Source: an optimization exercise on an open RTL-to-GDS flow (aim: small area, a short achievable clock period and few clock cycles per item). Production flows keep margins and buffers that such runs may drop.
In this exercise RTL edits were held to simulation tests only and were not proved equivalent to the original.
No activity file was given, so power comes from the tool's default toggle rates.

==> flow/design.v (outline; a module is shown in full before it is edited, if it fits) <==
// module LASER: 2683 lines
module LASER (
    input CLK,
    input RST,
    input [3:0] X,
    input [3:0] Y,
    output [3:0] C1X,
    output [3:0] C1Y,
    output [3:0] C2X,
    output [3:0] C2Y,
    output DONE);
  // ...
==> flow/run.sh <==
#!/bin/bash
# synth_recipe.tcl (not shown) runs the flow's synth.tcl, then flattens the netlist and writes it again
# the make line also repeats each setting of config.mk as NAME=value (left out here)
make -C /OpenROAD-flow-scripts/flow DESIGN_CONFIG=/design/flow/config.mk WORK_HOME=/design/flow/orfs CLKGATE_MAP_FILE= SYNTH_SCRIPT=/design/flow/synth_recipe.tcl finish
==> flow/config.mk <==
export PLATFORM = sky130hd
export DESIGN_NAME = LASER
export DESIGN_NICKNAME = LASER
export VERILOG_FILES = /design/flow/design.v
export SDC_FILE = /design/flow/constraint.sdc
export NUM_CORES = 4
export LEC_CHECK = 0
export CAP_MARGIN = 20
export CORE_MARGIN = 2
export CORE_UTILIZATION = 65
export SETUP_SLACK_MARGIN = 5.0
export SLEW_MARGIN = 20
==> flow/constraint.sdc <==
create_clock -name core_clock -period 8.0 [get_ports {CLK}]
set_input_delay 1.6000 -clock core_clock [delete_from_list [all_inputs] [get_ports {CLK}]]
set_output_delay 1.6000 -clock core_clock [all_outputs]
set_load 0.01 [all_outputs]
==> results.json, run 1 <==
{
  "worstSetupEndpointType": "register",
  "synthTopCellsByArea": "dfxtp_1 (25%), fa_1 (15%), ha_1 (6.8%)",
  "area_growth_pct": 9.54,
  "synth_flop_cell": "dfxtp_1",
  "postLayoutCoreUtil_pct": 71.7,
  "crit_slowest_cell": "dfxtp_1",
  "synth_mux_area_share_pct": 0.817,
  "cts.repair.resized": 203,
  "met1_usage_pct": 61.3,
  "yosysUniqueCellTypes": 105,
  "setup-violations-final": 0,
  "num_rows": 124,
  "seq_cells": 1003,
  "r2r_slack_ns": 4.73,
  "place_area_um2": 75400,
  "reg_top3": "PX (160), PY (160)",
  "path_clk_slew_ns": 0.07,
  "fill_cells": 8507,
  "power_density_nw_per_um2": 127,
  "final_cell_area_um2": 81800,
  "netlist_area_um2": 74700,
  "top_usage_layer": "met2",
  "grt_usage_pct": 47.6,
  "nMultiInputCombCells": 6436,
  "grt_pass1_vias": 65500,
  "startpoint": "n14[2]",
  "outcome": "complete, no violations"
}
Testbench counts, summed over its fixed seeds: cycles 4,670, items 48.
==> inputs of run 2 (changes only) <==
--- a/flow/design.v
+++ b/flow/design.v
@@ -2605,22 +2605,20 @@
     if (spg | (fin & (rpass != 2'd3))) begin
         ox <= nbx;
         oy <= nby;
     end
     if (spg) begin
         sx <= nbx;
         sy <= nby;
     end
-    if (fin & (rpass == 2'd3)) begin
-        c1x <= ox;
-        c1y <= oy;
-        c2x <= nbx;
-        c2y <= nby;
-    end
+    c1x <= ox;
+    c1y <= oy;
+    c2x <= nbx;
+    c2y <= nby;
 end
 always @(posedge CLK or posedge RST) begin
     if (RST) begin
         rd <= 1'b1;
         rdq <= 1'b0;
         cnt <= 6'd0;
         iss <= 1'b0;
         prf <= 1'b0;
==> flow/config.mk (replaced) <==
export PLATFORM = sky130hd
export DESIGN_NAME = LASER
export DESIGN_NICKNAME = LASER
export VERILOG_FILES = /design/flow/design.v
export SDC_FILE = /design/flow/constraint.sdc
export NUM_CORES = 4
export LEC_CHECK = 0
export CAP_MARGIN = 20
export CORE_MARGIN = 2
export CORE_UTILIZATION = 60
export SETUP_SLACK_MARGIN = 5.0
export SLEW_MARGIN = 20
==> results.json, run 2 <==
{
  "outcome": "complete, no violations",
  "cts_root_buffer": "clkbuf_16",
  "slew_viol_final": 0,
  "synth_seq_area_share_pct": 27.0,
  "yosys.area_share.adder_pct": 21.5,
  "h-tree-depth": 3,
  "power_density_nw_per_um2": 126,
  "grt_overflow": 0,
  "first_pass_iters": 9,
  "drt-vias-per-instance": 6.86,
  "netlist.area_leader.share_pct": 24.9,
  "leakagePower_nw": 36.1,
  "grt_usage_pct": 45.4,
  "setup-violations-final": 0,
  "skew_ns": 0.0296,
  "cap_violations": 0,
  "use_met3_pct": 15.1,
  "wl_per_cell_um": 28.6,
  "hold_class": "register to register",
  "dp_hpwl_mm": 221,
  "area_growth_pct": 9.54,
  "ir_drop_v": 0.000196,
  "netlist_area_um2": 75200,
  "worstSetupEndpointType": "register",
  "clk_latency_ns": 0.78,
  "yosys.area.top_type": "dfxtp_1",
  "drc": 0,
  "ioPinCount": 27,
  "fin_nets": 9748,
  "fin_tns_setup_ns": 0,
  "drtIter0Drc": 10700,
  "io_buffers": 26,
  "cts_tree": "built",
  "final_cell_mix": "inv_1 (826), dfxtp_1 (732), nor2_1 (691), a21oi_1 (656), nand2_1 (635)",
  "core-area_um2": 124000,
  "met2_usage_pct": 64.6,
  "dieWidth_um": 358,
  "top_usage_layer": "met2",
  "reg_top3": "PX (160), PY (160)",
  "hold_path_end": "y2[1]",
  "whs_path_depth": 0,
  "syn-num-nets": 9997,
  "r2r_slack_ns": 4.82,
  "grt_pass1_vias": 66300,
  "post-route-period-util_pct": 39.8,
  "p_sw_mw": 2.32,
  "synth_xor_xnor_area_share_pct": 1.78,
  "cts.sinks": 995,
  "comb_power_share_pct": 0.1,
  "vias": 72200,
  "p_int_mw": 8.03,
  "fmax_mhz": 314,
  "arrival_ns": 3.83,
  "synth_top_family_by_area": "compound AO/OA/AOI/OAI gates",
  "grt_start_max_net_pins": 46,
  "synth_flop_cell": "dfxtp_1",
  "synthCells": 9027,
  "initial_core_util_pct": 60.6,
  "seqPwrFrac_pct": 48.0,
  "yosys.area_share.simple_pct": 17.6,
  "r2r_end": "gm1[0]",
  "yosysWarnings": 1,
  "hold_viol_final": 0,
  "die_area_um2": 128000,
  "final_common_cell": "inv_1",
  "ff2ff_path_depth": 15,
  "period_minus_slack_ns": 3.18,
  "antenna_found_initial": 20,
  "avgSynthCellArea_um2": 8.33,
  "path_max_fanout": 8,
  "hp-start": "y1[1]",
  "p_clk_share_pct": 51.9,
  "report.power.total_mw": 10.3,
  "place_congestion": 1.16,
  "yosysUniqueCellTypes": 102,
  "synthTopCellsByCount": "dfxtp_1 (934), inv_1 (852), nor2_1 (714)",
  "num_rows": 129,
  "grt_pass1_wl_mm": 429,
  "drive_gt1_share_pct": 10.7,
  "synth-seq-cells": 995,
  "wl_mm": 301,
  "synthTopCellsByArea": "dfxtp_1 (25%), fa_1 (15%), ha_1 (6.8%)",
  "yosys.cell_count.top_type": "dfxtp_1",
  "cts.path.max_buffers": 3,
  "drt.antenna.violating_nets": 0,
  "met1_usage_pct": 58.4,
  "synth-edff-count": 16,
  "tightestPinTransition_ns": 1.27,
  "startpoint_type": "register",
  "crit_type": "register to register",
  "relSlewSlack_pct": 15.1,
  "rsz0062_at_grt": "yes",
  "swShare_pct": 22.4,
  "synth-compound-area-share_pct": 24.2,
  "synth_mux_area_share_pct": 0.893,
  "synthArstFlopShare_pct": 4.52,
  "postCtsHoldBufs": 0,
  "required_ns": 8.65,
  "cts_buffers": 109,
  "die_y_um": 358,
  "r2r_start": "n5[3]",
  "path_clk_slew_ns": 0.06
}
## run 2: power groups by stage
stage | clock network [mW] | logic (mW) | registers [mW]
3_5_place_dp | 0 | 0.00968 | 5.08
5_1_grt | 5.57 | 0.0106 | 4.96
4_1_cts | 5.39 | 0.00977 | 4.97
3_3_place_gp | 0 | 0.00954 | 5.08
2_1_floorplan | 0 | 0.00337 | 5.08
6_report | 5.37 | 0.00942 | 4.97
## run 2: how the worst max path moves through the flow
| stage | from | to | cells after the start |
|---|---|---|---|
| after floorplan | n1[0] | gm0[2] | 15 |
| after global placement | ox[2] | PA[7] | 9 |
| after detailed placement | ox[2] | PA[7] | 9 |
| after CTS | ox[2] | PA[14] | 9 |
| after global routing | n4[3] | gm1[4] | 16 |
| final | n5[3] | gm1[0] | 15 |
## run 2: layout make-up
cell class	count	area, um^2
antenna	14	35.0
clock buffer	143	3040
clock inverter	62	762
fill	10300	41700
inverter	862	3260
multi-input combinational	6653	51300
sequential	995	20600
tap	1637	2050
timing repair buffer	157	1380
## run 2: stage by stage
stage	area, um^2	worst slack [ns]	utilization [%]	std cells	hold slack (ns)
after global routing	82400	4.70	66.3	10500	0.352
after detailed placement	76200	4.46	61.4	10200	0.335
final	82400	4.82	66.4	10500	0.344
after floorplan	75300	5.08	-	9027	0.326
after CTS	80700	4.94	65.0	10500	0.349
after global placement	76200	4.51	61.4	10200	0.332
## run 2: layer usage
metal / vias up / share of wire (%)
li1: 31300 / -
met1: 34000 / 37
met2: 5476 / 40
met3: 1421 / 14
met4: 16 / 8.6
met5: - / 0.048
## run 2: kinds of logic (layout without fill, tap and decap cells)
| logic type | after synthesis | after routing |
|---|---|---|
| buf+inv | 1382 | 1224 |
| simple gates | 2701 | 2703 |
| xor+xnor | 153 | 153 |
| other cells | 0 | 14 |
| fa+ha+maj | 965 | 965 |
| mux | 63 | 63 |
| flops | 995 | 995 |
| compound gates | 2768 | 2769 |
## run 2: critical path, stage by stage, from the launching register on
cell	delay, ns
dfxtp_1	0.37
ha_4	0.31
nand2_1	0.08
a211oi_2	0.20
o211ai_1	0.13
o21ai_2	0.14
buf_4	0.18
mux2_4	0.32
ha_4	0.29
nand2_2	0.05
a211oi_2	0.19
o211ai_1	0.19
o21ai_4	0.20
clkinv_4	0.19
nor2_4	0.14
a21oi_2	0.05
## run 2: what timing repair did
| item | in CTS | in global routing |
|---|---|---|
| setup buffers | 35 | 25 |
| gates cloned | 3 | 2 |
| endpoints found under the setup margin | 269 | 290 |
| pin swaps | 20 | 65 |
| gates resized for setup | 188 | 435 |
Testbench counts of run 2, summed over its fixed seeds: cycles 4,670, items 48.
==> inputs of run 3 (changes only) <==
--- a/flow/config.mk
+++ b/flow/config.mk
@@ -9,3 +9,3 @@
 export CORE_MARGIN = 2
-export CORE_UTILIZATION = 60
+export CORE_UTILIZATION = 40
 export SETUP_SLACK_MARGIN = 5.0
==> results.json, run 3 <==
{
  "wl_mm": 319,
  "synthArstFlopShare_pct": 4.52,
  "initial_core_util_pct": 40.1,
  "stdcell_count": 11400,
  "final_common_cell": "inv_1",
  "drtIter0Drc": 10100,
  "slowest_delay_ns": 0.58,
  "synth-edff-count": 16,
  "place_area_um2": 77200,
  "place_congestion": 1.10,
  "reg_top3": "PX (160), PY (160)",
  "cts_tree": "built",
  "synthCells": 9027,
  "synth_seq_area_share_pct": 27.0,
  "drive_gt1_share_pct": 10.5,
  "io_buffers": 26,
  "netlist_area_um2": 75200,
  "rsz0062_at_grt": "yes",
  "fill_cells": 18300,
  "dp_hpwl_mm": 236,
  "yosysUniqueCellTypes": 102,
  "synth-seq-cells": 995,
  "path_max_fanout": 34,
  "arrival_ns": 3.80,
  "clk_latency_ns": 0.81,
  "die_area_um2": 192000,
  "final_cell_mix": "inv_1 (831), dfxtp_1 (714), nor2_1 (706), a21oi_1 (670), nand2_1 (637)",
  "crit_family": "simple AND/OR/NAND/NOR gates",
  "die_y_um": 438,
  "grt_pass1_vias": 66600,
  "leakagePower_nw": 36.1,
  "relSlewSlack_pct": 19.3,
  "grt_usage_pct": 31.9,
  "h-tree-depth": 3,
  "slew_viol_final": 0,
  "path_cells": "buf_12 -> nor2b_1 -> and2_2 -> buf_4 -> nand2_1 -> o21ai_0 -> o31ai_1 -> o2111a_1 -> a31o_2",
  "required_ns": 8.68,
  "drt.antenna.violating_nets": 0,
  "ir_drop_v": 0.000187,
  "yosys.cell_count.top_type": "dfxtp_1",
  "fin_tns_setup_ns": 0,
  "startpoint_type": "register",
  "cts.sinks": 995,
  "postLayoutCoreUtil_pct": 44.5,
  "synthTopCellsByCount": "dfxtp_1 (934), inv_1 (852), nor2_1 (714)",
  "crit_buf_inv": 2,
  "grt_pass1_wl_mm": 453,
  "first_pass_iters": 11,
  "worstSetupEndpointType": "register",
  "yosysWarnings": 1,
  "cap_violations": 0,
  "core-area_um2": 187000,
  "grt_start_max_net_pins": 46,
  "crit_slowest_cell": "nor2b_1",
  "post-route-period-util_pct": 39.0,
  "num_rows": 159,
  "path_clk_slew_ns": 0.07,
  "dp_cells": 11100,
  "area_growth_pct": 11.0,
  "vias": 70700,
  "antenna_found_initial": 34,
  "drt-vias-per-instance": 6.21,
  "period_minus_slack_ns": 3.12,
  "r2r_slack_ns": 4.88,
  "grt_overflow": 0,
  "cts.path.max_buffers": 3,
  "tightestPinTransition_ns": 1.21,
  "synth_flop_cell": "dfxtp_1",
  "cts_buffers": 118,
  "avgSynthCellArea_um2": 8.33,
  "hold_class": "register to register",
  "fmax_mhz": 320,
  "outcome": "complete, no violations",
  "postCtsHoldBufs": 0,
  "synthTopCellsByArea": "dfxtp_1 (25%), fa_1 (15%), ha_1 (6.8%)",
  "ioPinCount": 27,
  "drc": 0,
  "syn-num-nets": 9997,
  "power_density_nw_per_um2": 129,
  "hold_viol_final": 0,
  "skew_ns": 0.0911,
  "cts_root_buffer": "clkbuf_16",
  "netlist.area_leader.share_pct": 24.9,
  "yosys.area.top_type": "dfxtp_1",
  "final_cell_area_um2": 83500,
  "setup-violations-final": 0,
  "fin_nets": 9743,
  "crit_type": "register to register",
  "dieWidth_um": 438,
  "wl_per_cell_um": 28.0
}
==> run 3: final cells by class <==
cell class	count	area, um^2	area share, %
clock buffers	148	3290	3.94
flip-flops and latches	995	20600	24.7
well taps	2495	3120	3.74
inverters	862	3250	3.90
clock inverters	74	827	0.991
diodes	11	27.5	0.0330
repair buffers	143	1330	1.59
multi-input cells	6653	51000	61.1
==> run 3: metal layers <==
metal	track usage, %	vias up	part of all wire (%)
met5	0	-	0.028
met4	18.6	14	7.2
met3	8.09	1105	11
met2	47.3	4291	42
met1	41.9	34000	40
li1	-	31200	-
==> run 3: worst paths after layout <==
path	startpoint	endpoint	cells after the start
worst max-delay path	ox[0]	PA[23]	9
worst min-delay path	PY[114]	PY[118]	0
worst max register to register	ox[0]	PA[23]	9
worst min register to register	PY[114]	PY[118]	0
max in group asynchronous	RST	cy[3]	2
min in group asynchronous	RST	iss	2
==> run 3: timing repair <==
item                                   in CTS  in global routing
pin swaps                                  15                 66
buffers inserted                           26                 26
endpoints found under the hold margin       0                  0
gates resized for setup                   245                339
gates cloned                                1                  2
setup endpoints to repair                 359                294
==> run 3: power breakdown <==
group          internal (mW)  switching, mW  total, mW  leakage (nW)
sequential              4.96              0       4.96          8.33
combinational        0.00387        0.00498    0.00888          25.8
clock                   3.29           2.47       5.76          2.00
==> run 3: per-stage QoR <==
stage                     hold WS [ns]  power (mW)  setup slack [ns]
final                            0.309        10.7              4.88
after global routing             0.321        11.0              4.79
after CTS                        0.309        10.8              4.87
after detailed placement         0.336        5.09              4.23
after global placement           0.332        5.09              4.36
after floorplan                  0.326        5.08              5.08
==> run 3: cell families (layout without fill, tap and decap cells) <==
| logic type | after synthesis | after routing | synth area share [%] |
|---|---|---|---|
| compound gates | 2768 | 2768 | 24.2 |
| xor+xnor | 153 | 153 | 1.78 |
| fa+ha+maj | 965 | 965 | 21.5 |
| buf+inv | 1382 | 1227 | 7.01 |
| flops | 995 | 995 | 27.0 |
| mux | 63 | 63 | 0.893 |
| other cells | 0 | 11 | 0 |
| simple gates | 2701 | 2704 | 17.6 |
==> run 3: worst reg2reg max path, cell delays in order (launching register included) <==
cell	delay (ns)
edfxtp_1	0.40
buf_12	0.28
nor2b_1	0.66
and2_2	0.52
buf_4	0.51
nand2_1	0.11
o21ai_0	0.08
o31ai_1	0.09
o2111a_1	0.16
a31o_2	0.23
==> inputs of run 4 (changes only) <==
--- a/flow/config.mk
+++ b/flow/config.mk
@@ -7,2 +7,3 @@
 export LEC_CHECK = 0
+export ABC_AREA = 1
 export CAP_MARGIN = 20
==> results.json, run 4 <==
{
  "first_pass_iters": 7,
  "relSlewSlack_pct": 23.4,
  "final_cell_mix": "nand2_1 (1,913), inv_1 (1,399), nor2_1 (900), dfxtp_1 (862), o21ai_0 (692)",
  "core-area_um2": 169000,
  "place_area_um2": 70500,
  "reg_top3": "PX (160), PY (160)",
  "netlist.area_leader.share_pct": 27.5,
  "stdcell_count": 11400,
  "grt_pass1_wl_mm": 375,
  "num_rows": 151,
  "post-route-period-util_pct": 38.6,
  "final_cell_area_um2": 77000,
  "p_clk_share_pct": 54.5,
  "wl_mm": 259,
  "cts_buffers": 115,
  "clk_latency_ns": 0.79,
  "wl_per_cell_um": 22.7,
  "h-tree-depth": 3,
  "die_y_um": 416,
  "required_ns": 8.64,
  "drive_gt1_share_pct": 8.95,
  "dp_cells": 11100,
  "crit_type": "register to register",
  "yosys.area.top_type": "dfxtp_1",
  "dp_hpwl_mm": 207,
  "hold_viol_final": 0,
  "path_clk_slew_ns": 0.07,
  "outcome": "complete, no violations",
  "syn-num-nets": 10000,
  "startpoint_type": "register",
  "fin_nets": 10000,
  "synth_seq_area_share_pct": 29.8,
  "avgSynthCellArea_um2": 7.51,
  "drt-vias-per-instance": 5.36,
  "drt.antenna.violating_nets": 0,
  "ioPinCount": 27,
  "yosysUniqueCellTypes": 61,
  "cts_root_buffer": "clkbuf_16",
  "yosysWarnings": 1,
  "synthArstFlopShare_pct": 4.52,
  "grt_overflow": 0,
  "area_growth_pct": 13.2,
  "netlist_area_um2": 68100,
  "hold_slack_ns": 0.325,
  "tightestPinTransition_ns": 1.15,
  "antenna_found_initial": 25,
  "p_sw_mw": 2.39,
  "final_common_cell": "nand2_1",
  "cts.path.max_buffers": 3,
  "io_buffers": 26,
  "ir_drop_v": 0.000155,
  "yosys.cell_count.top_type": "nand2_1",
  "drc": 0,
  "postLayoutCoreUtil_pct": 45.5,
  "grt_usage_pct": 29.1,
  "skew_ns": 0.0759,
  "rsz0062_at_grt": "yes",
  "initial_core_util_pct": 40.2,
  "path_max_fanout": 32,
  "synthTopCellsByCount": "nand2_1 (1,950), inv_1 (1,435), nor2_1 (950)",
  "swShare_pct": 21.8,
  "die_area_um2": 173000,
  "place_congestion": 1.02,
  "cts_tree": "built",
  "period_minus_slack_ns": 3.09,
  "fmax_mhz": 324,
  "cts.sinks": 995,
  "grt_start_max_net_pins": 46,
  "seqPwrFrac_pct": 45.4,
  "cap_violations": 0,
  "synth-edff-count": 16,
  "dieWidth_um": 416,
  "fin_tns_setup_ns": 0,
  "grt_pass1_vias": 57800,
  "synth-seq-cells": 995,
  "vias": 61100,
  "arrival_ns": 3.73,
  "setup-violations-final": 0,
  "comb_power_share_pct": 0.1,
  "leakagePower_nw": 37.5,
  "worstSetupEndpointType": "register",
  "hold_class": "register to register",
  "power_density_nw_per_um2": 142,
  "slew_viol_final": 0,
  "synthTopCellsByArea": "dfxtp_1 (27%), fa_1 (16%), nand2_1 (11%)",
  "drtIter0Drc": 6120,
  "postCtsHoldBufs": 0,
  "p_int_mw": 8.55,
  "synth_flop_cell": "dfxtp_1",
  "synthCells": 9067
}
==> run 4: cell count changes in the layout (fill, tap and decap cells not counted), sizes merged, moves of 90 or more <==
cell and change:
a22oi -90, nand2b -212, a21oi -249, a21o -132, nor2 +243, nand3 +109
and2 -124, nor2b -210, nand2 +1312, o21ai +260, inv +589
==> run 4: power groups by stage <==
stage / Clock [mW] / Combinational (mW) / Sequential (mW)
2_1_floorplan: 0 / 0.00336 / 5.08
3_3_place_gp: 0 / 0.00955 / 5.08
3_5_place_dp: 0 / 0.00959 / 5.08
4_1_cts: 6.05 / 0.00961 / 4.97
5_1_grt: 6.25 / 0.0106 / 4.96
6_report: 5.96 / 0.00919 / 4.97
==> run 4: through the flow <==
stage               power (mW)  setup slack [ns]
finish                    10.9              4.91
global route              11.2              4.91
CTS                       11.0              5.00
detailed placement        5.09              4.57
global placement          5.09              4.60
floorplan                 5.08              5.02
==> run 4: layer usage <==
layer  vias up  GRT usage, %  part of all wire (%)
li1      28900             -                     -
met1     28900          39.3                    43
met2      2617          44.5                    43
met3       618          6.19                   8.5
met4        18          13.8                   5.2
met5         -             0                 0.044
==> run 4: repair_timing <==
action                     in CTS  in global routing
gates resized for setup       194                499
setup buffers                   0                 36
setup endpoints to repair     261                321
cloned                          0                  2
pin swaps                      13                 91
==> run 4: area by class of cell <==
class	instances	area (um^2)
clock inverter	69	1050
multi-input combinational	6354	43000
inverter	1481	5610
fill	16900	92200
clock buffer	146	3230
antenna	30	75.1
sequential	995	20400
timing repair buffer	108	925
tap	2218	2780
==> run 4: worst max-delay path, cell delays in order, from the launching register on <==
cell and delay, ns:
edfxtp_1 0.55, buf_4 0.23, nor4_4 0.25, buf_4 0.70
inv_2 0.55, nor3_1 0.35, nor3_1 0.10, nand4_1 0.09
nand2_1 0.09
==> run 4: path summary, 6_finish.rpt <==
kind / from / end / slack [ns] / depth (start not counted)
worst min-delay path: PY[103] / PY[107] / 0.33 / 0
worst min register to register: PY[103] / PY[107] / 0.33 / 0
worst max-delay path: ox[3] / PA[19] / 4.91 / 8
min in group asynchronous: RST / done / 1.27 / 2
max in group asynchronous: RST / cy[1] / 6.13 / 2
worst max register to register: ox[3] / PA[19] / 4.91 / 8
==> run 4: kinds of logic after synthesis <==
family	Yosys count	synth area share [%]
AOI/OAI and AO/OA	1737	14.1
xor gates and xnor gates	136	1.75
adders and majority gates	960	23.7
buffers and inverters	1719	9.58
DFF	995	29.8
muxes	4	0.0588
and+or+nand+nor	3516	21.0
==> inputs of run 5 (changes only) <==
--- a/flow/config.mk
+++ b/flow/config.mk
@@ -7,6 +7,5 @@
 export LEC_CHECK = 0
-export ABC_AREA = 1
 export CAP_MARGIN = 20
 export CORE_MARGIN = 2
-export CORE_UTILIZATION = 40
+export CORE_UTILIZATION = 30
 export SETUP_SLACK_MARGIN = 5.0
==> results.json, run 5 <==
{
  "r2r_end": "PA[0]",
  "hold_class": "register to register",
  "first_pass_iters": 8,
  "synth_xor_xnor_area_share_pct": 1.78,
  "avgSynthCellArea_um2": 8.33,
  "ioPinCount": 27,
  "r2r_slack_ns": 4.87,
  "yosys.cell_count.top_type": "dfxtp_1",
  "grt_overflow": 0,
  "synth_seq_area_share_pct": 27.0,
  "io_buffers": 26,
  "skew_ns": 0.102,
  "path_clk_slew_ns": 0.07,
  "reg_top3": "PX (160), PY (160)",
  "rsz0062_at_grt": "yes",
  "cts_tree": "built",
  "antenna_found_initial": 18,
  "hold_viol_final": 0,
  "drive_gt1_share_pct": 11.3,
  "synth-seq-cells": 995,
  "final_common_cell": "inv_1",
  "comb_power_share_pct": 0.1,
  "drt.antenna.violating_nets": 0,
  "grt_pass1_vias": 66500,
  "path_max_fanout": 33,
  "synth_flop_cell": "dfxtp_1",
  "final_cell_mix": "inv_1 (828), dfxtp_1 (699), nor2_1 (698), a21oi_1 (658), nand2_1 (637)",
  "r2r_start": "ox[0]",
  "cts.sinks": 995,
  "num_rows": 183,
  "netlist.area_leader.share_pct": 24.9,
  "post-route-period-util_pct": 39.1,
  "postLayoutCoreUtil_pct": 34.1,
  "whs_path_depth": 0,
  "cts.path.max_buffers": 3,
  "yosys.area_share.simple_pct": 17.6,
  "yosysWarnings": 1,
  "setup-violations-final": 0,
  "cts_buffers": 120,
  "power_density_nw_per_um2": 128,
  "grt_pass1_wl_mm": 465,
  "initial_core_util_pct": 30.2,
  "synth_top_family_by_area": "compound AO/OA/AOI/OAI gates",
  "fin_tns_setup_ns": 0,
  "ff2ff_path_depth": 7,
  "cts_root_buffer": "clkbuf_16",
  "synthTopCellsByArea": "dfxtp_1 (25%), fa_1 (15%), ha_1 (6.8%)",
  "fmax_mhz": 320,
  "yosysUniqueCellTypes": 102,
  "leakagePower_nw": 36.2,
  "netlist_area_um2": 75200,
  "required_ns": 8.74,
  "synthCells": 9027,
  "arrival_ns": 3.87,
  "dp_hpwl_mm": 245,
  "core-area_um2": 249000,
  "slew_viol_final": 0,
  "swShare_pct": 23.9,
  "die_y_um": 505,
  "drtIter0Drc": 9128,
  "wl_per_cell_um": 26.7,
  "ir_drop_v": 0.000193,
  "synthTopCellsByCount": "dfxtp_1 (934), inv_1 (852), nor2_1 (714)",
  "cap_violations": 0,
  "vias": 70500,
  "outcome": "complete, no violations",
  "dieWidth_um": 505,
  "die_area_um2": 255000,
  "relSlewSlack_pct": 32.7,
  "p_int_mw": 8.29,
  "clk_latency_ns": 0.86,
  "yosys.area.top_type": "dfxtp_1",
  "syn-num-nets": 9997,
  "synthArstFlopShare_pct": 4.52,
  "synth-edff-count": 16,
  "postCtsHoldBufs": 0,
  "post-place-ws_ns": 4.08,
  "worstSetupEndpointType": "register",
  "hold_slack_ns": 0.308,
  "period_minus_slack_ns": 3.13,
  "hp-start": "y1[2]",
  "yosys.area_share.adder_pct": 21.5,
  "crit_type": "register to register",
  "hold_path_end": "y2[2]",
  "p_clk_share_pct": 54.3,
  "fin_nets": 9757,
  "wl_mm": 326,
  "tightestPinTransition_ns": 1.01,
  "drt-vias-per-instance": 5.76,
  "p_sw_mw": 2.60,
  "grt_usage_pct": 24.6,
  "area_growth_pct": 13.0,
  "synth_mux_area_share_pct": 0.893,
  "h-tree-depth": 3,
  "grt_start_max_net_pins": 46,
  "seqPwrFrac_pct": 45.6,
  "drc": 0,
  "startpoint_type": "register",
  "worst_slack_ns": 4.87,
  "place_congestion": 1.02,
  "synth-compound-area-share_pct": 24.2
}
## run 5: changes by cell type after synthesis, sizes merged, moves of 232 or more
cell    delta
a21oi    +249
clkbuf   +232
inv      -597
nand2   -1311
nor2     -243
o21ai    -260
## run 5: power by group through the flow
stage	Clock (mW)	Combinational [mW]	Sequential [mW]
floorplan	0	0.00337	5.08
global placement	0	0.00998	5.08
detailed placement	0	0.0101	5.08
CTS	6.01	0.0103	4.97
global route	6.20	0.0110	4.96
finish	5.92	0.00972	4.96
## run 5: worst max-delay path: stages, from the launching register on
cell and delay (ns):
edfxtp_1 0.33, clkbuf_8 0.33, nor2b_1 0.48, and3_4 0.94, a221oi_1 0.27, o2111ai_1 0.17
a21oi_1 0.10, a221o_1 0.31
## run 5: final cells by class
type	count	area, um^2
repair buffers	157	1410
inverters	862	3270
diodes	9	22.5
clock inverters	84	1030
well taps	3330	4170
clock buffers	145	3240
flip-flops and latches	995	20600
fillers	25500	164000
multi-input cells	6651	51200
## run 5: worst max-delay path by stage
stage / startpoint / endpoint / cells past startpoint
final: ox[0] / PA[0] / 7
after detailed placement: ox[2] / PA[7] / 9
after CTS: ox[0] / PA[7] / 9
after floorplan: n1[0] / gm0[2] / 15
after global placement: ox[0] / PA[7] / 8
after global routing: ox[0] / PA[0] / 7
## run 5: stage by stage
step | instance area (um^2) | total power [mW] | cells
after global routing | 84900 | 11.2 | 12200
final | 85000 | 10.9 | 12200
after global placement | 78300 | 5.09 | 11900
after floorplan | 75300 | 5.08 | 9027
after CTS | 83300 | 11.0 | 12200
after detailed placement | 78300 | 5.09 | 11900
## run 5: routing by layer
layer  track usage [%]  part of all wire [%]  up-vias
li1                  -                     -    31300
met2              37.0                    43     3779
met5                 0                 0.011        -
met4              13.3                   6.4        6
met1              32.8                    42    34500
met3              5.01                   9.4      838
## run 5: repair_timing
item,CTS,global route
resized for setup,275,410
buffers inserted,38,21
pin swaps,18,47
gates cloned,1,0
endpoints found under the setup margin,258,267
## run 5: logic make-up (layout without fill, tap and decap cells)
group,count (synthesis),count (layout)
compound gates,2768,2768
xor+xnor,153,153
fa+ha+maj,965,965
buf+inv,1382,1248
flops,995,995
mux,63,63
other cells,0,9
simple gates,2701,2702
==> inputs of run 6 (changes only) <==
--- a/flow/config.mk
+++ b/flow/config.mk
@@ -7,5 +7,8 @@
 export LEC_CHECK = 0
+export ABC_AREA = 1
 export CAP_MARGIN = 20
 export CORE_MARGIN = 2
-export CORE_UTILIZATION = 30
+export CORE_UTILIZATION = 40
+export CTS_CLUSTER_DIAMETER = 70
+export CTS_CLUSTER_SIZE = 30
 export SETUP_SLACK_MARGIN = 5.0
==> results.json, run 6 <==
{
  "cts_root_buffer": "clkbuf_16",
  "worstSetupEndpointType": "register",
  "fin_nets": 10000,
  "path_clk_slew_ns": 0.09,
  "outcome": "complete, no violations",
  "post-route-period-util_pct": 37.7,
  "grt_start_max_net_pins": 46,
  "wl_mm": 258,
  "synth_seq_area_share_pct": 29.8,
  "die_area_um2": 173000,
  "cts_buffers": 95,
  "relSlewSlack_pct": 23.3,
  "final_common_cell": "nand2_1",
  "vias": 61000,
  "dieWidth_um": 416,
  "place_congestion": 1.02,
  "grt_pass1_wl_mm": 374,
  "report.power.total_mw": 10.1,
  "cts.path.max_buffers": 3,
  "drt.antenna.violating_nets": 0,
  "power_density_nw_per_um2": 133,
  "synthArstFlopShare_pct": 4.52,
  "synth-seq-cells": 995,
  "num_rows": 151,
  "startpoint_type": "register",
  "dp_hpwl_mm": 207,
  "grt_usage_pct": 29.1,
  "final_cell_mix": "nand2_1 (1,930), inv_1 (1,401), nor2_1 (897), dfxtp_1 (874), o21ai_0 (701)",
  "skew_ns": 0.0687,
  "drc": 0,
  "yosysUniqueCellTypes": 61,
  "h-tree-depth": 3,
  "io_buffers": 26,
  "postCtsHoldBufs": 0,
  "avgSynthCellArea_um2": 7.51,
  "tightestPinTransition_ns": 1.15,
  "reg_top3": "PX (160), PY (160)",
  "wl_per_cell_um": 22.7,
  "die_y_um": 416,
  "cap_violations": 0,
  "synth_flop_cell": "dfxtp_1",
  "area_growth_pct": 11.7,
  "first_pass_iters": 8,
  "setup-violations-final": 0,
  "yosys.area.top_type": "dfxtp_1",
  "clk_latency_ns": 0.76,
  "core-area_um2": 169000,
  "initial_core_util_pct": 40.2,
  "fin_tns_setup_ns": 0,
  "hold_viol_final": 0,
  "required_ns": 8.67,
  "fmax_mhz": 331,
  "leakagePower_nw": 37.1,
  "netlist.area_leader.share_pct": 27.5,
  "path_max_fanout": 6,
  "yosys.cell_count.top_type": "nand2_1",
  "drtIter0Drc": 6195,
  "yosysWarnings": 1,
  "cts_tree": "built",
  "rsz0062_at_grt": "yes",
  "syn-num-nets": 10000,
  "synthTopCellsByArea": "dfxtp_1 (27%), fa_1 (16%), nand2_1 (11%)",
  "hold_slack_ns": 0.341,
  "drt-vias-per-instance": 5.37,
  "hold_class": "register to register",
  "antenna_found_initial": 21,
  "arrival_ns": 3.69,
  "grt_pass1_vias": 57600,
  "netlist_area_um2": 68100,
  "cts.sinks": 995,
  "synth-edff-count": 16,
  "drive_gt1_share_pct": 7.93,
  "synthTopCellsByCount": "nand2_1 (1,950), inv_1 (1,435), nor2_1 (950)",
  "crit_type": "register to register",
  "period_minus_slack_ns": 3.02,
  "ioPinCount": 27,
  "grt_overflow": 0,
  "synthCells": 9067,
  "slew_viol_final": 0,
  "ir_drop_v": 0.000156
}
-- run 6: cell families after synthesis --
family	synth area share (%)
simple gates	21.0
compound gates	14.1
buf+inv	9.58
flops	29.8
fa+ha+maj	23.7
xor+xnor	1.75
mux	0.0588
-- run 6: path summary, 6_finish.rpt --
| path | start | endpoint | slack (ns) | depth (start not counted) |
|---|---|---|---|---|
| max | PA[29] | r11[3] | 4.98 | 10 |
| min reg2reg | PY[127] | PY[131] | 0.34 | 0 |
| max reg2reg | PA[29] | r11[3] | 4.98 | 10 |
| max in group asynchronous | RST | prf | 6.10 | 2 |
| min in group asynchronous | RST | done | 1.32 | 2 |
| min | PY[127] | PY[131] | 0.34 | 0 |
-- run 6: power by group --
group	total, mW	switching, mW	internal, mW
Clock	5.14	2.55	2.60
Sequential	4.96	0	4.96
Combinational	0.00913	0.00524	0.00387
-- run 6: cell type report --
| cell class | count | area, um^2 |
|---|---|---|
| fill | 17000 | 93300 |
| multi-input combinational | 6354 | 42700 |
| sequential | 995 | 20400 |
| inverter | 1481 | 5600 |
| tap | 2218 | 2780 |
| clock buffer | 107 | 2540 |
| clock inverter | 70 | 1010 |
| timing repair buffer | 103 | 886 |
| antenna | 19 | 47.5 |
-- run 6: through the flow --
step / cells / setup slack [ns] / util [%] / instance area, um^2
2_1_floorplan: 9067 / 5.02 / - / 68100
3_3_place_gp: 11100 / 4.60 / 41.7 / 70500
3_5_place_dp: 11100 / 4.57 / 41.7 / 70500
4_1_cts: 11300 / 5.00 / 44.1 / 74600
5_1_grt: 11300 / 4.93 / 44.9 / 76000
6_report: 11300 / 4.98 / 44.9 / 76000
-- run 6: worst max-delay path, stage by stage (launching register included) --
cell and delay [ns]:
dfxtp_1 0.38, nand2_1 0.17, nor2_1 0.23, nand2_1 0.12, a21oi_1 0.21, inv_1 0.05
o21ai_0 0.21, inv_1 0.10, o22ai_2 0.21, fa_2 0.59, fa_2 0.67
-- run 6: repair_timing --
action	4_1_cts	5_1_grt
resized for setup	145	461
buffers inserted	6	25
pin swaps	9	79
gates cloned	0	2
setup endpoints to repair	247	312
-- run 6: metal layers --
layer | routed length (um) | vias to the layer above | global-route usage (%)
met3 | 22900 | 586 | 6.11
met4 | 13700 | 18 | 13.4
met2 | 111000 | 2618 | 44.5
met5 | 129 | - | 0
li1 | - | 28900 | -
met1 | 111000 | 28900 | 39.3
==> inputs of run 7 (changes only) <==
--- a/flow/config.mk
+++ b/flow/config.mk
@@ -13,2 +13,3 @@
 export CTS_CLUSTER_SIZE = 30
+export GPL_ROUTABILITY_DRIVEN = 0
 export SETUP_SLACK_MARGIN = 5.0
==> results.json, run 7 <==
{
  "outcome": "complete, no violations",
  "die_area_um2": 173000,
  "dp_hpwl_mm": 188,
  "crit_type": "register to register",
  "hold_viol_final": 0,
  "tightestPinTransition_ns": 1.18,
  "drt-vias-per-instance": 5.39,
  "cts.sinks": 995,
  "fin_tns_setup_ns": 0,
  "io_buffers": 26,
  "slew_viol_final": 0,
  "cts_tree": "built",
  "grt_usage_pct": 27.2,
  "setup-violations-final": 0,
  "swShare_pct": 25.8,
  "core-area_um2": 169000,
  "fill_cells": 16700,
  "netlist_area_um2": 68100,
  "ioPinCount": 27,
  "h-tree-depth": 3,
  "required_ns": 8.61,
  "netlist.area_leader.share_pct": 27.5,
  "grt_overflow": 0,
  "p_clk_share_pct": 48.0,
  "post-route-period-util_pct": 37.4,
  "antenna_found_initial": 20,
  "die_y_um": 416,
  "startpoint_type": "register",
  "power_density_nw_per_um2": 127,
  "final_cell_mix": "nand2_1 (1,941), inv_1 (1,400), nor2_1 (920), dfxtp_1 (881), o21ai_0 (721)",
  "synthCells": 9067,
  "grt_start_max_net_pins": 46,
  "synth_flop_cell": "dfxtp_1",
  "yosys.cell_count.top_type": "nand2_1",
  "syn-num-nets": 10000,
  "hold_class": "register to register",
  "seqPwrFrac_pct": 51.9,
  "path_max_fanout": 32,
  "arrival_ns": 3.60,
  "synthTopCellsByCount": "nand2_1 (1,950), inv_1 (1,435), nor2_1 (950)",
  "p_sw_mw": 2.46,
  "final_cell_area_um2": 75200,
  "yosysWarnings": 1,
  "synth-seq-cells": 995,
  "cts_buffers": 79,
  "p_int_mw": 7.10,
  "yosys.area.top_type": "dfxtp_1",
  "cts.path.max_buffers": 3,
  "synthTopCellsByArea": "dfxtp_1 (27%), fa_1 (16%), nand2_1 (11%)",
  "dieWidth_um": 416,
  "synth_seq_area_share_pct": 29.8,
  "grt_pass1_wl_mm": 355,
  "grt_pass1_vias": 57200,
  "yosysUniqueCellTypes": 61,
  "drive_gt1_share_pct": 6.80,
  "initial_core_util_pct": 40.2,
  "cap_violations": 0,
  "path_clk_slew_ns": 0.09,
  "first_pass_iters": 10,
  "postCtsHoldBufs": 0,
  "fmax_mhz": 334,
  "reg_top3": "PX (160), PY (160)",
  "avgSynthCellArea_um2": 7.51,
  "drtIter0Drc": 6867,
  "clk_latency_ns": 0.76,
  "wl_mm": 242,
  "num_rows": 151,
  "place_area_um2": 70500,
  "final_common_cell": "nand2_1",
  "drc": 0,
  "skew_ns": 0.0759,
  "period_minus_slack_ns": 2.99,
  "drt.antenna.violating_nets": 0,
  "relSlewSlack_pct": 21.5,
  "area_growth_pct": 10.5,
  "worstSetupEndpointType": "register",
  "leakagePower_nw": 36.8,
  "synthArstFlopShare_pct": 4.52,
  "stdcell_count": 11300,
  "comb_power_share_pct": 0.1,
  "cts_root_buffer": "clkbuf_16",
  "report.power.total_mw": 9.56,
  "ir_drop_v": 0.000183,
  "wl_per_cell_um": 21.4,
  "vias": 61000,
  "synth-edff-count": 16,
  "fin_nets": 9978,
  "dp_cells": 11100,
  "rsz0062_at_grt": "yes"
}
## run 7: logic make-up (layout without fill, tap and decap cells)
family | after synthesis | in the layout | share of synthesized area (%)
xor gates and xnor gates | 136 | 136 | 1.75
and+or+nand+nor | 3516 | 3518 | 21.0
other | 0 | 17 | 0
adders and majority gates | 960 | 960 | 23.7
buffers and inverters | 1719 | 1722 | 9.58
DFF | 995 | 995 | 29.8
AOI/OAI and AO/OA | 1737 | 1737 | 14.1
muxes | 4 | 4 | 0.0588
## run 7: what timing repair did
action,4_1_cts,5_1_grt
setup endpoints to repair,187,300
pin swaps,5,57
gates cloned,0,3
resized for setup,94,409
setup buffers,7,26
## run 7: final timing paths
| check | start | endpoint | slack (ns) | cells past startpoint |
|---|---|---|---|---|
| setup / recovery | ox[3] | PA[36] | 5.01 | 8 |
| hold / removal | PY[19] | PY[23] | 0.33 | 0 |
| setup reg to reg | ox[3] | PA[36] | 5.01 | 8 |
| hold reg to reg | PY[19] | PY[23] | 0.33 | 0 |
| max in group asynchronous | RST | cy[1] | 5.90 | 2 |
| min in group asynchronous | RST | done | 1.42 | 2 |
## run 7: final cells by class
| type | instances | area, um^2 | area share (%) |
|---|---|---|---|
| clock buffers | 83 | 2020 | 2.69 |
| repair buffers | 96 | 828 | 1.10 |
| clock inverters | 62 | 1050 | 1.39 |
| flip-flops and latches | 995 | 20400 | 27.1 |
| inverters | 1481 | 5620 | 7.48 |
| diodes | 17 | 42.5 | 0.0566 |
| multi-input cells | 6355 | 42400 | 56.5 |
| well taps | 2218 | 2780 | 3.69 |
## run 7: through the flow
| step | util (%) | worst slack, ns | hold WS [ns] |
|---|---|---|---|
| after global placement | 41.6 | 4.22 | 0.333 |
| after floorplan | - | 5.02 | 0.326 |
| after global routing | 44.4 | 4.93 | 0.348 |
| after detailed placement | 41.6 | 4.62 | 0.335 |
| after CTS | 43.7 | 5.00 | 0.337 |
| final | 44.4 | 5.01 | 0.327 |
## run 7: power by group through the flow
stage	registers [mW]	clock network (mW)	logic (mW)
floorplan	5.08	0	0.00336
global placement	5.08	0	0.00929
detailed placement	5.08	0	0.00944
CTS	4.96	4.67	0.00937
global route	4.96	4.86	0.0102
finish	4.96	4.59	0.00890
## run 7: worst max-delay path, stage by stage, from the launching register on
cell and delay (ns):
edfxtp_1 0.50, buf_4 0.22, nor4_4 0.25, buf_4 0.67, inv_2 0.54, nor3_1 0.33, nor3_1 0.10, nand4_1 0.14
nand2_1 0.08
## run 7: metal layers
| metal | routed length, um | vias to the layer above | track usage (%) |
|---|---|---|---|
| li1 | - | 28800 | - |
| met1 | 97000 | 28500 | 34.5 |
| met2 | 105000 | 2947 | 42.0 |
| met3 | 23500 | 779 | 6.48 |
| met4 | 16900 | 20 | 16.5 |
| met5 | 143 | - | 0 |
==> inputs of run 8 (changes only) <==
--- a/flow/config.mk
+++ b/flow/config.mk
@@ -11,4 +11,2 @@
 export CORE_UTILIZATION = 40
-export CTS_CLUSTER_DIAMETER = 70
-export CTS_CLUSTER_SIZE = 30
 export GPL_ROUTABILITY_DRIVEN = 0
==> results.json, run 8 <==
{
  "io_buffers": 26,
  "r2r_start": "ox[3]",
  "ir_drop_v": 0.000160,
  "rsz0062_at_grt": "yes",
  "hold_viol_final": 0,
  "netlist_area_um2": 68100,
  "tightestPinTransition_ns": 1.35,
  "crit_type": "register to register",
  "met2_usage_pct": 42.5,
  "report.power.total_mw": 10.4,
  "final_cell_mix": "nand2_1 (1,937), inv_1 (1,406), nor2_1 (917), dfxtp_1 (897), o21ai_0 (734)",
  "stdcell_count": 11400,
  "clk_latency_ns": 0.79,
  "initial_core_util_pct": 40.2,
  "outcome": "complete, no violations",
  "leakagePower_nw": 37.3,
  "grt_overflow": 0,
  "path_max_fanout": 32,
  "antenna_found_initial": 18,
  "path_clk_slew_ns": 0.07,
  "power_density_nw_per_um2": 137,
  "first_pass_iters": 8,
  "cap_violations": 0,
  "postLayoutCoreUtil_pct": 44.9,
  "synth-seq-cells": 995,
  "hold_path_end": "PY[23]",
  "cts.path.max_buffers": 3,
  "vias": 61300,
  "required_ns": 8.60,
  "use_met3_pct": 6.67,
  "setup-violations-final": 0,
  "slowest_delay_ns": 0.68,
  "post-route-period-util_pct": 37.9,
  "r2r_slack_ns": 4.97,
  "dieWidth_um": 416,
  "arrival_ns": 3.63,
  "final_common_cell": "nand2_1",
  "dp_cells": 11100,
  "synthArstFlopShare_pct": 4.52,
  "grt_start_max_net_pins": 46,
  "synthTopCellsByArea": "dfxtp_1 (27%), fa_1 (16%), nand2_1 (11%)",
  "synth-edff-count": 16,
  "grt_pass1_vias": 57600,
  "cts_buffers": 110,
  "yosys.area.top_type": "dfxtp_1",
  "fmax_mhz": 330,
  "reg_top3": "PX (160), PY (160)",
  "top_usage_layer": "met2",
  "whs_path_depth": 0,
  "area_growth_pct": 11.6,
  "dp_hpwl_mm": 188,
  "yosysWarnings": 1,
  "drive_gt1_share_pct": 7.18,
  "die_area_um2": 173000,
  "grt_pass1_wl_mm": 355,
  "ioPinCount": 27,
  "drt.antenna.violating_nets": 0,
  "synth_flop_cell": "dfxtp_1",
  "fin_tns_setup_ns": 0,
  "slew_viol_final": 0,
  "die_y_um": 416,
  "cts_tree": "built",
  "ff2ff_path_depth": 8,
  "grt_usage_pct": 27.2,
  "postCtsHoldBufs": 0,
  "drc": 0,
  "drt-vias-per-instance": 5.39,
  "num_rows": 151,
  "hp-start": "PY[19]",
  "hold_class": "register to register",
  "core-area_um2": 169000,
  "worstSetupEndpointType": "register",
  "r2r_end": "PA[25]",
  "h-tree-depth": 3,
  "relSlewSlack_pct": 10.1,
  "cts.sinks": 995,
  "netlist.area_leader.share_pct": 27.5,
  "startpoint_type": "register",
  "cts_root_buffer": "clkbuf_16",
  "fin_nets": 10000,
  "wl_per_cell_um": 21.4,
  "wl_mm": 243,
  "yosysUniqueCellTypes": 61,
  "skew_ns": 0.0812,
  "period_minus_slack_ns": 3.03,
  "synthTopCellsByCount": "nand2_1 (1,950), inv_1 (1,435), nor2_1 (950)",
  "crit_slowest_cell": "buf_4",
  "synth_seq_area_share_pct": 29.8,
  "avgSynthCellArea_um2": 7.51,
  "drtIter0Drc": 6710,
  "met1_usage_pct": 34.5,
  "yosys.cell_count.top_type": "nand2_1",
  "syn-num-nets": 10000,
  "path_cells": "buf_4 -> nor4_4 -> buf_4 -> inv_2 -> nor3_1 -> nor3_1 -> nand4_1 -> nand2_1",
  "synthCells": 9067
}
==> run 8: worst max-delay path: cells and delay by family, from the launching register on <==
family,cells,cell delay [ns]
AND/OR/NAND/NOR,5,0.90
buffers and inverters,3,1.41
flip-flops,1,0.51
==> run 8: metal layers <==
layer  vias to the layer above  part of all wire [%]
li1                      28900                     -
met1                     28600                    40
met2                      3041                    43
met3                       752                   9.9
met4                        14                   6.6
met5                         -                 0.095
==> run 8: worst max path at each step <==
stage	startpoint	end	slack, ns
global route	PA[34]	r7[3]	4.89
CTS	cy[0]	GB[21]	5.00
detailed placement	n12[3]	gi3[0]	4.62
finish	ox[3]	PA[25]	4.97
floorplan	n10[3]	gm2[0]	5.02
global placement	n13[2]	gi3[0]	4.22
==> run 8: where the power goes <==
group | leakage [nW] | switching (mW) | internal [mW]
combinational | 27.1 | 0.00498 | 0.00386
clock | 1.91 | 2.30 | 3.14
sequential | 8.28 | 0 | 4.97
total | 37.3 | 2.31 | 8.11
==> run 8: stage by stage <==
step / cell area (um^2) / hold slack, ns / setup slack [ns]
2_1_floorplan: 68100 / 0.326 / 5.02
3_3_place_gp: 70500 / 0.333 / 4.22
3_5_place_dp: 70500 / 0.335 / 4.62
4_1_cts: 74700 / 0.324 / 5.00
5_1_grt: 75900 / 0.332 / 4.89
6_report: 75900 / 0.325 / 4.97
==> run 8: kinds of logic (layout without fill, tap and decap cells) <==
group | Yosys count | in the layout | synth area share (%)
simple gates | 3516 | 3517 | 21.0
compound gates | 1737 | 1737 | 14.1
buf+inv | 1719 | 1788 | 9.58
flops | 995 | 995 | 29.8
fa+ha+maj | 960 | 960 | 23.7
xor+xnor | 136 | 136 | 1.75
mux | 4 | 4 | 0.0588
other cells | 0 | 15 | 0
==> run 8: repair_timing <==
item | 4_1_cts | 5_1_grt
pin swaps | 4 | 46
setup buffers | 6 | 31
resized for setup | 109 | 362
endpoints found under the setup margin | 194 | 323
gates cloned | 0 | 3
==> run 8: area by class of cell <==
type / instances / area (um^2)
fill: 16600 / 93300
multi-input combinational: 6354 / 42400
sequential: 995 / 20400
inverter: 1481 / 5630
clock buffer: 137 / 3080
tap: 2218 / 2780
clock inverter: 70 / 820
timing repair buffer: 99 / 820
antenna: 15 / 37.5
timing repair inverter: 1 / 7.51

[afterwards: timing with drivers on the ports]
How much do the figures lean on ideal ports? The routed layouts below were timed once more, with nothing changed but the port constraints.
Step 1, drivers: a clkbuf_16 drives CLK and a buf_2 each remaining input, both assumed.
Step 2, shift: input delay + t, output delay - t, t = (earliest + latest rising clock arrival at the registers) / 2. This alone moves slack from input paths to output paths.
Slacks: no drivers / after step 1 / after step 2; pairs: no drivers / after step 1.
run | t, ns | setup slack, ns | clock arrival spread, ns | worst data-port slew with drivers (ns)
run 1 | 0.827 | 4.732 / 4.732 / 4.732 | 0.023 / 0.023 | 0.03
run 2 | 0.845 | 4.819 / 4.819 / 4.819 | 0.031 / 0.031 | 0.04
run 3 | 0.852 | 4.880 / 4.880 / 4.880 | 0.099 / 0.099 | 0.06
run 4 | 0.842 | 4.915 / 4.915 / 4.915 | 0.082 / 0.082 | 0.03
run 5 | 0.902 | 4.871 / 4.871 / 4.871 | 0.109 / 0.108 | 0.04
run 6 | 0.812 | 4.983 / 4.955 / 4.983 | 0.069 / 0.069 | 0.03
run 7 | 0.799 | 5.008 / 4.964 / 5.008 | 0.079 / 0.079 | 0.03
run 8 | 0.835 | 4.971 / 4.969 / 4.971 | 0.082 / 0.082 | 0.03
After both steps setup and hold are still met in every run listed.
